Background: an optimization exercise with open tools, aiming at small area and a short achievable clock period. Do not read the settings as production practice. RTL that was checked went through simulation tests only; none was proved equivalent to the original.

==> run C: inputs <==
// lab4_2
module lab4_2( 
              input wire      mode,
              input wire[2:0] opCode,
              input wire[3:0] value,
              input clk,
              input reset,
              output reg[9:0] result,
              output reg cacheFull,
              output reg invalidOp,
              output reg overflow);
==> flow/config.mk <==
export PLATFORM = sky130hd
export DESIGN_NAME = lab4_2
export DESIGN_NICKNAME = lab4_2
export VERILOG_FILES = /design/flow/design.v
export SDC_FILE = /design/flow/constraint.sdc
export NUM_CORES = 4
export LEC_CHECK = 0
export CAP_MARGIN = 20
export CORE_MARGIN = 2
export CORE_UTILIZATION = 40
export CTS_BUF_LIST = sky130_fd_sc_hd__clkbuf_8
export CTS_CLUSTER_DIAMETER = 100
export CTS_CLUSTER_SIZE = 12
export SETUP_SLACK_MARGIN = 4.1
export SLEW_MARGIN = 20
==> flow/constraint.sdc <==
create_clock -name core_clock -period 8.0 [get_ports {clk}]
set_input_delay 1.6000 -clock core_clock [delete_from_list [all_inputs] [get_ports {clk}]]
set_output_delay 1.6000 -clock core_clock [all_outputs]
set_load 0.01 [all_outputs]
run.sh (not shown) runs the stock make flow with config.mk's settings and CLKGATE_MAP_FILE= SYNTH_SCRIPT=/design/flow/synth_recipe.tcl, a recipe that flattens the netlist after the stock synthesis.
==> inputs of run Z, as changes to run C <==
--- a/flow/design.v
+++ b/flow/design.v
@@ -6,14 +6,13 @@
               input clk,
               input reset,
               output reg[9:0] result,
               output reg cacheFull,
               output reg invalidOp,
               output reg overflow);
-    reg [5:0]   mem[0:31];
-    reg [31:14] memx;
+    reg [6:0] mem[0:31];
     reg [9:0]  p1;      
     reg [11:0] p1x3;    
     reg [5:0]  cnt;     
     reg [3:0]  start;   
     reg [4:0]  nxt;     
     reg        last;    
@@ -72,30 +71,23 @@
     assign {t26, t25} = fa(t9, r4[0], t8);
     assign {t28, t27} = fa(t11, t2, t10);
     wire [9:0] mx = {t27, t25, t23, t21, t19, t17, t15, t13, cv[1], cv[0]};
     wire [9:0] my = {t26, t24, t22, t20, t18, t16, t14, r1[0], r0[1], r0[0]};
     wire mcout = t4 | t12 | t28;
     wire [10:0] plo = mx + my;
-    function rowhi;
-        input [1:0]  d;
-        input        ge1;    
-        input        ge2;    
-        input        ge3;    
-        case (d)
-            2'd0: rowhi = 1'b0;
-            2'd1: rowhi = ge1;
-            2'd2: rowhi = ge2;
-            default: rowhi = ge3;
-        endcase
-    endfunction
-    wire mhi = rowhi(result[1:0], 1'b0,        p1[9],       |p1x3[11:10])
-             | rowhi(result[3:2], |p1[9:8],    |p1[9:7],    |p1x3[11:8])
-             | rowhi(result[5:4], |p1[9:6],    |p1[9:5],    |p1x3[11:6])
-             | rowhi(result[7:6], |p1[9:4],    |p1[9:3],    |p1x3[11:4])
-             | rowhi(result[9:8], |p1[9:2],    |p1[9:1],    |p1x3[11:2]);
-    wire movf = plo[10] | mcout | mhi;
+    wire [9:0] p1or = {p1[9], p1[9] | p1[8], p1[9] | p1[8] | p1[7],
+                       |p1[9:6], |p1[9:5], |p1[9:4], |p1[9:3], |p1[9:2], |p1[9:1], |p1[9:0]};
+    wire phi = (result[1] & p1or[9]) | (result[2] & p1or[8]) | (result[3] & p1or[7])
+             | (result[4] & p1or[6]) | (result[5] & p1or[5]) | (result[6] & p1or[4])
+             | (result[7] & p1or[3]) | (result[8] & p1or[2]) | (result[9] & p1or[1]);
+    wire thi = (result[1:0] == 2'd3 && p1x3[11:10] != 2'd0)
+             | (result[3:2] == 2'd3 && p1x3[11:8]  != 4'd0)
+             | (result[5:4] == 2'd3 && p1x3[11:6]  != 6'd0)
+             | (result[7:6] == 2'd3 && p1x3[11:4]  != 8'd0)
+             | (result[9:8] == 2'd3 && p1x3[11:2]  != 10'd0);
+    wire movf = plo[10] | mcout | phi | thi;
     wire [3:0] pop = result[0] + result[1] + result[2] + result[3] + result[4]
                    + result[5] + result[6] + result[7] + result[8] + result[9];
     wire [9:0] rev = {result[0], result[1], result[2], result[3], result[4],
                       result[5], result[6], result[7], result[8], result[9]};
     reg [9:0] nres;
     reg       novf;
@@ -103,50 +95,38 @@
         case (cop[2:1])
             2'b00:   begin nres = sum[9:0]; novf = sum[11:10] != 2'd0; end
             2'b01:   begin nres = plo[9:0]; novf = movf; end
             default: begin nres = cop[0] ? rev : {6'd0, pop}; novf = 1'b0; end
         endcase
     end
-    wire [5:0] tgt1  = tgt + 6'd1;
-    wire [5:0] nxt1  = nxt + 6'd1;
-    wire [4:0] nidx1 = last ? tgt1[4:0] : nxt1[4:0];
-    wire       nlast = last ? (tgt1 == cnt) : (nxt1 == cnt);
-    reg [5:0] rd;                                        
-    reg       rxs;                                       
+    wire [4:0] nidx = last ? {1'b0, tgt} : nxt;        
+    wire [5:0] nidx1 = nidx + 6'd1;
+    reg [6:0] rdat;                                      
     integer k;
     always @* begin
-        rd  = 6'd0;
-        rxs = 1'b0;
+        rdat = 7'd0;
         for (k = 0; k < 32; k = k + 1)
-            rd = rd | (mem[k] & {6{last ? (tgt == k) : (nxt == k)}});
-        for (k = 14; k < 32; k = k + 1)
-            rxs = rxs | (memx[k] & (last ? (tgt == k) : (nxt == k)));
+            rdat = rdat | (mem[k] & {7{nidx == k}});
     end
-    wire       below14 = last ? (tgt < 4'd14) : (nxt < 5'd14);
-    wire       rx      = below14 ? (rd[5:1] == 5'b11111) : rxs;
-    wire [6:0] rdat = rx ? {2'b10, rd[0], rd[3:0]}
-                         : {rd[5] & rd[4], rd[5:4] == 2'b11 ? 2'b10 : rd[5:4], rd[3:0]};
-    wire       wx    = opCode[2] & ~opCode[1];
-    wire [6:0] wcode = {wx, opCode[2] ? 2'b11 : opCode[1:0],
-                        wx ? {3'b111, opCode[0]} : value};
-    wire [6:0] wc = {opCode, value};
-    wire [3:0] tw = isjump(wc)   ? value      : start;    
-    wire [3:0] te = isjump(rdat) ? rdat[3:0]  : tgt;      
+    reg [6:0] ncur;
+    reg [3:0] nst;
+    always @* begin
+        ncur = cur;
+        nst  = start;
+        if (empty)
+            ncur = {opCode, value};
+        else if (mode) begin
+            ncur = rdat;
+            nst  = tgt;
+        end
+    end
     always @(posedge clk) begin
         if (store)
-            mem[cnt[4:0]] <= wcode[5:0];
-        for (k = 14; k < 32; k = k + 1)
-            if (store && cnt[4:0] == k)
-                memx[k] <= wcode[6];
-        if (empty) begin
-            cur <= wc;
-            tgt <= tw;
-        end else if (mode) begin
-            cur <= rdat;
-            tgt <= te;
-        end
+            mem[cnt[4:0]] <= {opCode, value};
+        cur <= ncur;
+        tgt <= isjump(ncur) ? ncur[3:0] : nst;
     end
     always @(posedge clk or posedge reset) begin
         if (reset) begin
             result    <= 10'd0;
             p1        <= 10'd0;
             p1x3      <= 12'd0;
@@ -166,14 +146,14 @@
                     if (valid) begin
                         cnt  <= cnt + 6'd1;
                         last <= empty;
                     end
                 end
             end else if (!empty) begin
-                nxt   <= nidx1;
-                last  <= nlast;
+                nxt   <= nidx1[4:0];
+                last  <= (nidx1 == cnt);
                 start <= tgt;
                 if (!jump) begin
                     result   <= nres;
                     p1       <= result;
                     p1x3     <= {2'd0, result} + {1'b0, result, 1'b0};
                     overflow <= novf;
==> flow/flow/run.sh (new file) <==
#!/bin/bash
# Standard layout, with the port buffers made from the smallest buffer cell.
set -e
export BUFFER_PORTS_ARGS="-buffer_cell sky130_fd_sc_hd__buf_1"
cat standard.sh > standard_sh_copy.txt
bash standard.sh > standard.log 2>&1
==> flow/standard.sh (new file) <==
#!/bin/bash
# synth_recipe.tcl (not shown) runs the flow's synth.tcl, then flattens the netlist and writes it again
# the make line also repeats each setting of config.mk as NAME=value (left out here)
make -C /OpenROAD-flow-scripts/flow DESIGN_CONFIG=/design/flow/config.mk WORK_HOME=/design/flow/orfs CLKGATE_MAP_FILE= SYNTH_SCRIPT=/design/flow/synth_recipe.tcl "${@:-finish}"
==> flow/config.mk (replaced) <==
export PLATFORM = sky130hd
export DESIGN_NAME = lab4_2
export DESIGN_NICKNAME = lab4_2
export VERILOG_FILES = /design/flow/design.v
export SDC_FILE = /design/flow/constraint.sdc
export NUM_CORES = 4
export LEC_CHECK = 0
export CAP_MARGIN = 20
export CORE_MARGIN = 2
export CORE_UTILIZATION = 40
export CTS_CLUSTER_DIAMETER = 150
export CTS_CLUSTER_SIZE = 20
export SETUP_SLACK_MARGIN = 3.5
export SLEW_MARGIN = 20
removed: flow/run.sh
==> inputs of run G, as changes to run C <==
--- a/flow/design.v
+++ b/flow/design.v
@@ -6,14 +6,13 @@
               input clk,
               input reset,
               output reg[9:0] result,
               output reg cacheFull,
               output reg invalidOp,
               output reg overflow);
-    reg [5:0]   mem[0:31];
-    reg [31:14] memx;
+    reg [6:0] mem[0:31];
     reg [9:0]  p1;      
     reg [11:0] p1x3;    
     reg [5:0]  cnt;     
     reg [3:0]  start;   
     reg [4:0]  nxt;     
     reg        last;    
@@ -103,43 +102,27 @@
         case (cop[2:1])
             2'b00:   begin nres = sum[9:0]; novf = sum[11:10] != 2'd0; end
             2'b01:   begin nres = plo[9:0]; novf = movf; end
             default: begin nres = cop[0] ? rev : {6'd0, pop}; novf = 1'b0; end
         endcase
     end
-    wire [5:0] tgt1  = tgt + 6'd1;
-    wire [5:0] nxt1  = nxt + 6'd1;
-    wire [4:0] nidx1 = last ? tgt1[4:0] : nxt1[4:0];
-    wire       nlast = last ? (tgt1 == cnt) : (nxt1 == cnt);
-    reg [5:0] rd;                                        
-    reg       rxs;                                       
+    wire [4:0] nidx = last ? {1'b0, tgt} : nxt;        
+    wire [5:0] nidx1 = nidx + 6'd1;
+    reg [6:0] rdat;                                      
     integer k;
     always @* begin
-        rd  = 6'd0;
-        rxs = 1'b0;
+        rdat = 7'd0;
         for (k = 0; k < 32; k = k + 1)
-            rd = rd | (mem[k] & {6{last ? (tgt == k) : (nxt == k)}});
-        for (k = 14; k < 32; k = k + 1)
-            rxs = rxs | (memx[k] & (last ? (tgt == k) : (nxt == k)));
+            rdat = rdat | (mem[k] & {7{nidx == k}});
     end
-    wire       below14 = last ? (tgt < 4'd14) : (nxt < 5'd14);
-    wire       rx      = below14 ? (rd[5:1] == 5'b11111) : rxs;
-    wire [6:0] rdat = rx ? {2'b10, rd[0], rd[3:0]}
-                         : {rd[5] & rd[4], rd[5:4] == 2'b11 ? 2'b10 : rd[5:4], rd[3:0]};
-    wire       wx    = opCode[2] & ~opCode[1];
-    wire [6:0] wcode = {wx, opCode[2] ? 2'b11 : opCode[1:0],
-                        wx ? {3'b111, opCode[0]} : value};
     wire [6:0] wc = {opCode, value};
     wire [3:0] tw = isjump(wc)   ? value      : start;    
     wire [3:0] te = isjump(rdat) ? rdat[3:0]  : tgt;      
     always @(posedge clk) begin
         if (store)
-            mem[cnt[4:0]] <= wcode[5:0];
-        for (k = 14; k < 32; k = k + 1)
-            if (store && cnt[4:0] == k)
-                memx[k] <= wcode[6];
+            mem[cnt[4:0]] <= wc;
         if (empty) begin
             cur <= wc;
             tgt <= tw;
         end else if (mode) begin
             cur <= rdat;
             tgt <= te;
@@ -166,14 +149,14 @@
                     if (valid) begin
                         cnt  <= cnt + 6'd1;
                         last <= empty;
                     end
                 end
             end else if (!empty) begin
-                nxt   <= nidx1;
-                last  <= nlast;
+                nxt   <= nidx1[4:0];
+                last  <= (nidx1 == cnt);
                 start <= tgt;
                 if (!jump) begin
                     result   <= nres;
                     p1       <= result;
                     p1x3     <= {2'd0, result} + {1'b0, result, 1'b0};
                     overflow <= novf;
==> flow/config.mk (replaced) <==
export PLATFORM = sky130hd
export DESIGN_NAME = lab4_2
export DESIGN_NICKNAME = lab4_2
export VERILOG_FILES = /design/flow/design.v
export SDC_FILE = /design/flow/constraint.sdc
export NUM_CORES = 4
export LEC_CHECK = 0
export CAP_MARGIN = 20
export CORE_MARGIN = 2
export CORE_UTILIZATION = 40
export CTS_CLUSTER_DIAMETER = 150
export CTS_CLUSTER_SIZE = 20
export SETUP_SLACK_MARGIN = 4.4
export SLEW_MARGIN = 20
==> comparison table <==
quantity                                                             run Z                    run C                    run G
Hold Path End                                                    cacheFull                 start[0]                 start[3]
Met1 Track Usage GR                                                  32.6%                    30.5%                    34.5%
Cell count after placement                                            1623                     1649                     1671
Data arrival time of the critical path                             4.60 ns                  4.20 ns                  4.29 ns
Sequential portion of the cell area                                  52.7%                    50.6%                    49.9%
Status                                             complete, no violations  complete, no violations  complete, no violations
Minimum hold slack                                                0.498 ns                 0.499 ns                 0.488 ns
N_diodes                                                                 0                        0                        1
Highest fanout seen on the critical path                                17                       14                        5
Core Rows                                                               69                       69                       70
RePlAce Congestion                                                   0.935                    0.935                    0.984
Amount of wire on met2 after detailed routing                     19000 um                 19700 um                 19500 um
Sequential cell area fraction in the yosys report                    57.6%                    55.2%                    56.5%
Only the layout flow was run in run Z; the RTL was not checked for function there.

==> what the ideal ports hide <==
The results above use ideal ports. As a check the final layouts listed here were re-extracted and re-timed, cells and wires unchanged. Step 1 sets driving cells, clkbuf_16 on the clock port and buf_2 on the other inputs (assumed; they add their load-dependent delay and slew). Step 2 moves the port delays by t, midway between the first and last clock arrival at a register: inputs arrive t later, outputs are due t later. That takes back most of the time a late clock gives input paths. a / b / c = ideal / step 1 / step 2; a / b = the first two.
run | t (ns) | slack for setup (ns) | worst slew at a driven data input, ns
run C | 0.640 | 4.062 / 4.086 / 3.446 | 0.04
run Z | 0.577 | 3.696 / 3.696 / 3.696 | 0.03
run G | 0.565 | 4.105 / 4.105 / 3.846 | 0.08
After both steps every run listed still meets setup and hold. For run C, which loses most, drivers alone change the setup slack by +0.024 ns; drivers and shift together by -0.616 ns.
